Context: an optimization exercise on an open-source flow, tuned for small area and a short achievable clock period. The choices shown serve that exercise and are no tape-out recipe.
In this exercise RTL edits were held to simulation tests only and were not proved equivalent to the original.
Power and IR drop assume default switching activity.

==> flow/design.v (excerpt) <==
module ABC(
    input          clk,
    input          rst_n,
    input          wrdata_en,
    input  [255:0] wrdata_pld,
    input          wrdata_lw,
    input          rdata_en,
    output         rdatardy,
    output         arb_req,
    output         arb_lw,
    output [255:0] arb_pld
    );
For scale: ~13000 cells after synthesis, ~4200 flip-flops, about 520 I/O pins, roughly 150000 um^2 of cells after synthesis.
Settings: LEC_CHECK=0, CAP_MARGIN=20, CORE_MARGIN=2, CORE_UTILIZATION=65, SETUP_SLACK_MARGIN=2.8, SLEW_MARGIN=50; clock period 5.5 ns.
standard.sh (not shown) runs the stock make flow with config.mk's settings and CLKGATE_MAP_FILE= SYNTH_SCRIPT=/design/flow/synth_recipe.tcl, a recipe that flattens the netlist after the stock synthesis.
==> flow/flow/run.sh <==
#!/bin/bash
set -euo pipefail
cd "$(dirname "$0")/.."
here=$(pwd)
bash standard.sh \
  MATCH_CELL_FOOTPRINT=0 \
  "BUFFER_PORTS_ARGS=-buffer_cell sky130_fd_sc_hd__buf_2" \
  "CTS_ARGS=-sink_clustering_enable -repair_clock_nets -root_buf sky130_fd_sc_hd__clkbuf_16 -buf_list sky130_fd_sc_hd__clkbuf_16 -sink_clustering_size 25 -sink_clustering_max_diameter 50" \
  "POST_RESIZE_TCL=$here/flow/upsize.tcl" \
  finish > flow_make.log 2>&1
==> flow/flow/upsize.tcl <==
# Hook run after the placement resizer: the head-word registers, which drive
# the arb_pld/arb_lw port buffers over a long wire, get a stronger drive.
set n_up 0
foreach c [get_cells *] {
  set name [get_full_name $c]
  set ref [get_property $c ref_name]
  if {[regexp {^hd\[[0-9]+\]\$} $name]} {
    set to ""
    if {$ref eq "sky130_fd_sc_hd__dfxtp_1"} {
      set to sky130_fd_sc_hd__dfxtp_2
    }
    if {$to ne ""} {
      replace_cell $c $to
      incr n_up
    }
  }
}
puts "upsize.tcl: upsized $n_up registers"
Then changed:
==> flow/flow/run.sh (replaced) <==
#!/bin/bash
set -euo pipefail
cd "$(dirname "$0")/.."
here=$(pwd)
bash standard.sh \
  MATCH_CELL_FOOTPRINT=0 \
  "BUFFER_PORTS_ARGS=-buffer_cell sky130_fd_sc_hd__buf_2" \
  "CTS_ARGS=-sink_clustering_enable -repair_clock_nets -root_buf sky130_fd_sc_hd__clkbuf_16 -buf_list sky130_fd_sc_hd__clkbuf_16 -sink_clustering_size 30 -sink_clustering_max_diameter 60" \
  "POST_RESIZE_TCL=$here/flow/upsize.tcl" \
  finish > flow_make.log 2>&1
=> Design area falls by a few percent. Non-clock buffer count falls by 3. Total power falls by roughly a tenth. Routed wire length falls slightly. Register-to-register slack is about the same.
Then changed:
==> flow/flow/run.sh (replaced) <==
#!/bin/bash
set -euo pipefail
cd "$(dirname "$0")/.."
here=$(pwd)
bash standard.sh \
  MATCH_CELL_FOOTPRINT=0 \
  "BUFFER_PORTS_ARGS=-buffer_cell sky130_fd_sc_hd__buf_2" \
  "CTS_ARGS=-sink_clustering_enable -repair_clock_nets -root_buf sky130_fd_sc_hd__clkbuf_16 -buf_list sky130_fd_sc_hd__clkbuf_16 -sink_clustering_size 25 -sink_clustering_max_diameter 50" \
  "POST_RESIZE_TCL=$here/flow/upsize.tcl" \
  finish > flow_make.log 2>&1
Settings changed: SETUP_SLACK_MARGIN 2.8 to 2.6.
Hold slack is worse by 44 ps.
Register-to-register slack degrades by 130 ps.
Core utilization went up by 1.7 points.
Then changed:
Settings changed: SETUP_SLACK_MARGIN 2.6 to 3.0.
Worst hold slack is worse by 8.8 ps.
Count of clock-buffer cells in the layout went down by 8.
Synthesized cell count stays the same.
Design area went up by 1.6%.
Final cell count went up by 0.49%.
Clock power stays flat.
Worst setup slack is worse by 3.5 ps.
Routed wire length went up by 1.7%.
Power went up by 1.5%.
Core utilization went up by 1.2 points.
Then changed:
==> flow/flow/run.sh (replaced) <==
#!/bin/bash
set -euo pipefail
cd "$(dirname "$0")/.."
here=$(pwd)
bash standard.sh \
  MATCH_CELL_FOOTPRINT=0 \
  "BUFFER_PORTS_ARGS=-buffer_cell sky130_fd_sc_hd__buf_2" \
  "CTS_ARGS=-sink_clustering_enable -repair_clock_nets -root_buf sky130_fd_sc_hd__clkbuf_16 -buf_list sky130_fd_sc_hd__clkbuf_16 -sink_clustering_size 30 -sink_clustering_max_diameter 60" \
  "POST_RESIZE_TCL=$here/flow/upsize.tcl" \
  finish > flow_make.log 2>&1
Settings changed: CORE_UTILIZATION 65 to 70, SETUP_SLACK_MARGIN 3.0 to 2.8.
=> Hold slack gets better by 70 ps. Global-route usage climbs by 2.3 points. Via count barely changes.

== job 3505 ==
ABC, a different RTL version from the one above (not shown whole).
For scale: roughly 13000 cells after synthesis, ~520 I/O pins.
clock: 5.5 ns
lec_check: 0
cap_margin: 20
core_margin: 2
core_utilization: 65
setup_slack_margin: 2.6
slew_margin: 50
==> flow/flow/run.sh <==
#!/bin/bash
set -euo pipefail
cd "$(dirname "$0")/.."
here=$(pwd)
bash standard.sh \
  MATCH_CELL_FOOTPRINT=0 \
  "BUFFER_PORTS_ARGS=-buffer_cell sky130_fd_sc_hd__buf_2" \
  "CTS_ARGS=-sink_clustering_enable -repair_clock_nets -root_buf sky130_fd_sc_hd__clkbuf_16 -buf_list sky130_fd_sc_hd__clkbuf_16 -sink_clustering_size 25 -sink_clustering_max_diameter 50" \
  "POST_RESIZE_TCL=$here/flow/upsize.tcl" \
  finish > flow_make.log 2>&1
Scripts as last shown in full above: flow/flow/upsize.tcl
Job 3505: no failed stages, no open violations at the end
[inputs] job 5798 vs job 3505
- SLEW_MARGIN: 50 -> 20
==> comparison <==
The sequential group share of total power was comparable across job 3505 and job 5798. Diff job 3505 -> job 5798 | core utilization | decrease of 1.2 points. Worst setup timing slack at the placement stage: job 5798 lower than job 3505.
Inputs modified between job 5798 and job 2214:
- SETUP_SLACK_MARGIN now 2.5, was 2.6
==> flow/flow/run.sh <==
#!/bin/bash
set -euo pipefail
cd "$(dirname "$0")/.."
bash standard.sh \
  MATCH_CELL_FOOTPRINT=0 \
  "BUFFER_PORTS_ARGS=-buffer_cell sky130_fd_sc_hd__buf_2" \
  finish > flow_make.log 2>&1
removed: flow/flow/upsize.tcl
Notes after the runs:
Job 2214 did not stop at any stage, and its layout met the timing, design-rule and antenna checks. The total global-route track usage on job 2214 is in line with that on job 5798. On job 2214: cell-internal power is 9.6% higher than what job 5798 gave. Summary of job 2214 over job 5798: leakage component of the power rose about 2%, final critical-path required period moved down, share of the clock period used by the worst path went down by 1.0 points, non-clock buffer contribution to total cell area barely changed.

afterwards: timing with drivers on the ports:
No port has a modelled driver above. Below, the same layouts with a new extraction and two added sets of constraints.
Step 1 assumes that a clkbuf_16 drives the clock port and a buf_2 every other input.
Step 2 also shifts input and output timing later by t, the mid clock arrival at the registers, as if the neighbouring blocks saw the same clock.
a / b / c = ideal / step 1 / step 2; a / b = the first two.
| run | shift t [ns] | setup slack, ns | slew at the worst register clock pin (ns) | cell pins on the clock port's net |
|---|---|---|---|---|
| the first run of note 1 | 1.075 | 2.698 / 2.587 / 2.125 | 0.09 / 0.09 | 1 |
| the second run of note 1 | 1.012 | 2.730 / 2.632 / 2.134 | 0.12 / 0.12 | 1 |
| the third run of note 1 | 1.063 | 2.650 / 2.550 / 1.975 | 0.10 / 0.10 | 1 |
| the fourth run of note 1 | 1.086 | 2.647 / 2.556 / 2.166 | 0.10 / 0.10 | 1 |
| the fifth run of note 1 | 1.003 | 2.824 / 2.665 / 2.146 | 0.11 / 0.11 | 1 |
| job 3505 | 1.075 | 2.581 / 2.581 / 1.799 | 0.10 / 0.10 | 1 |
| job 5798 | 1.070 | 2.387 / 2.387 / 1.581 | 0.10 / 0.10 | 1 |
| job 2214 | 1.062 | 2.443 / 2.443 / 1.702 | 0.07 / 0.07 | 1 |
After both steps every run listed still meets setup and hold. For job 5798, which loses most, drivers alone change the setup slack by 0.000 ns; drivers and shift together by -0.806 ns.
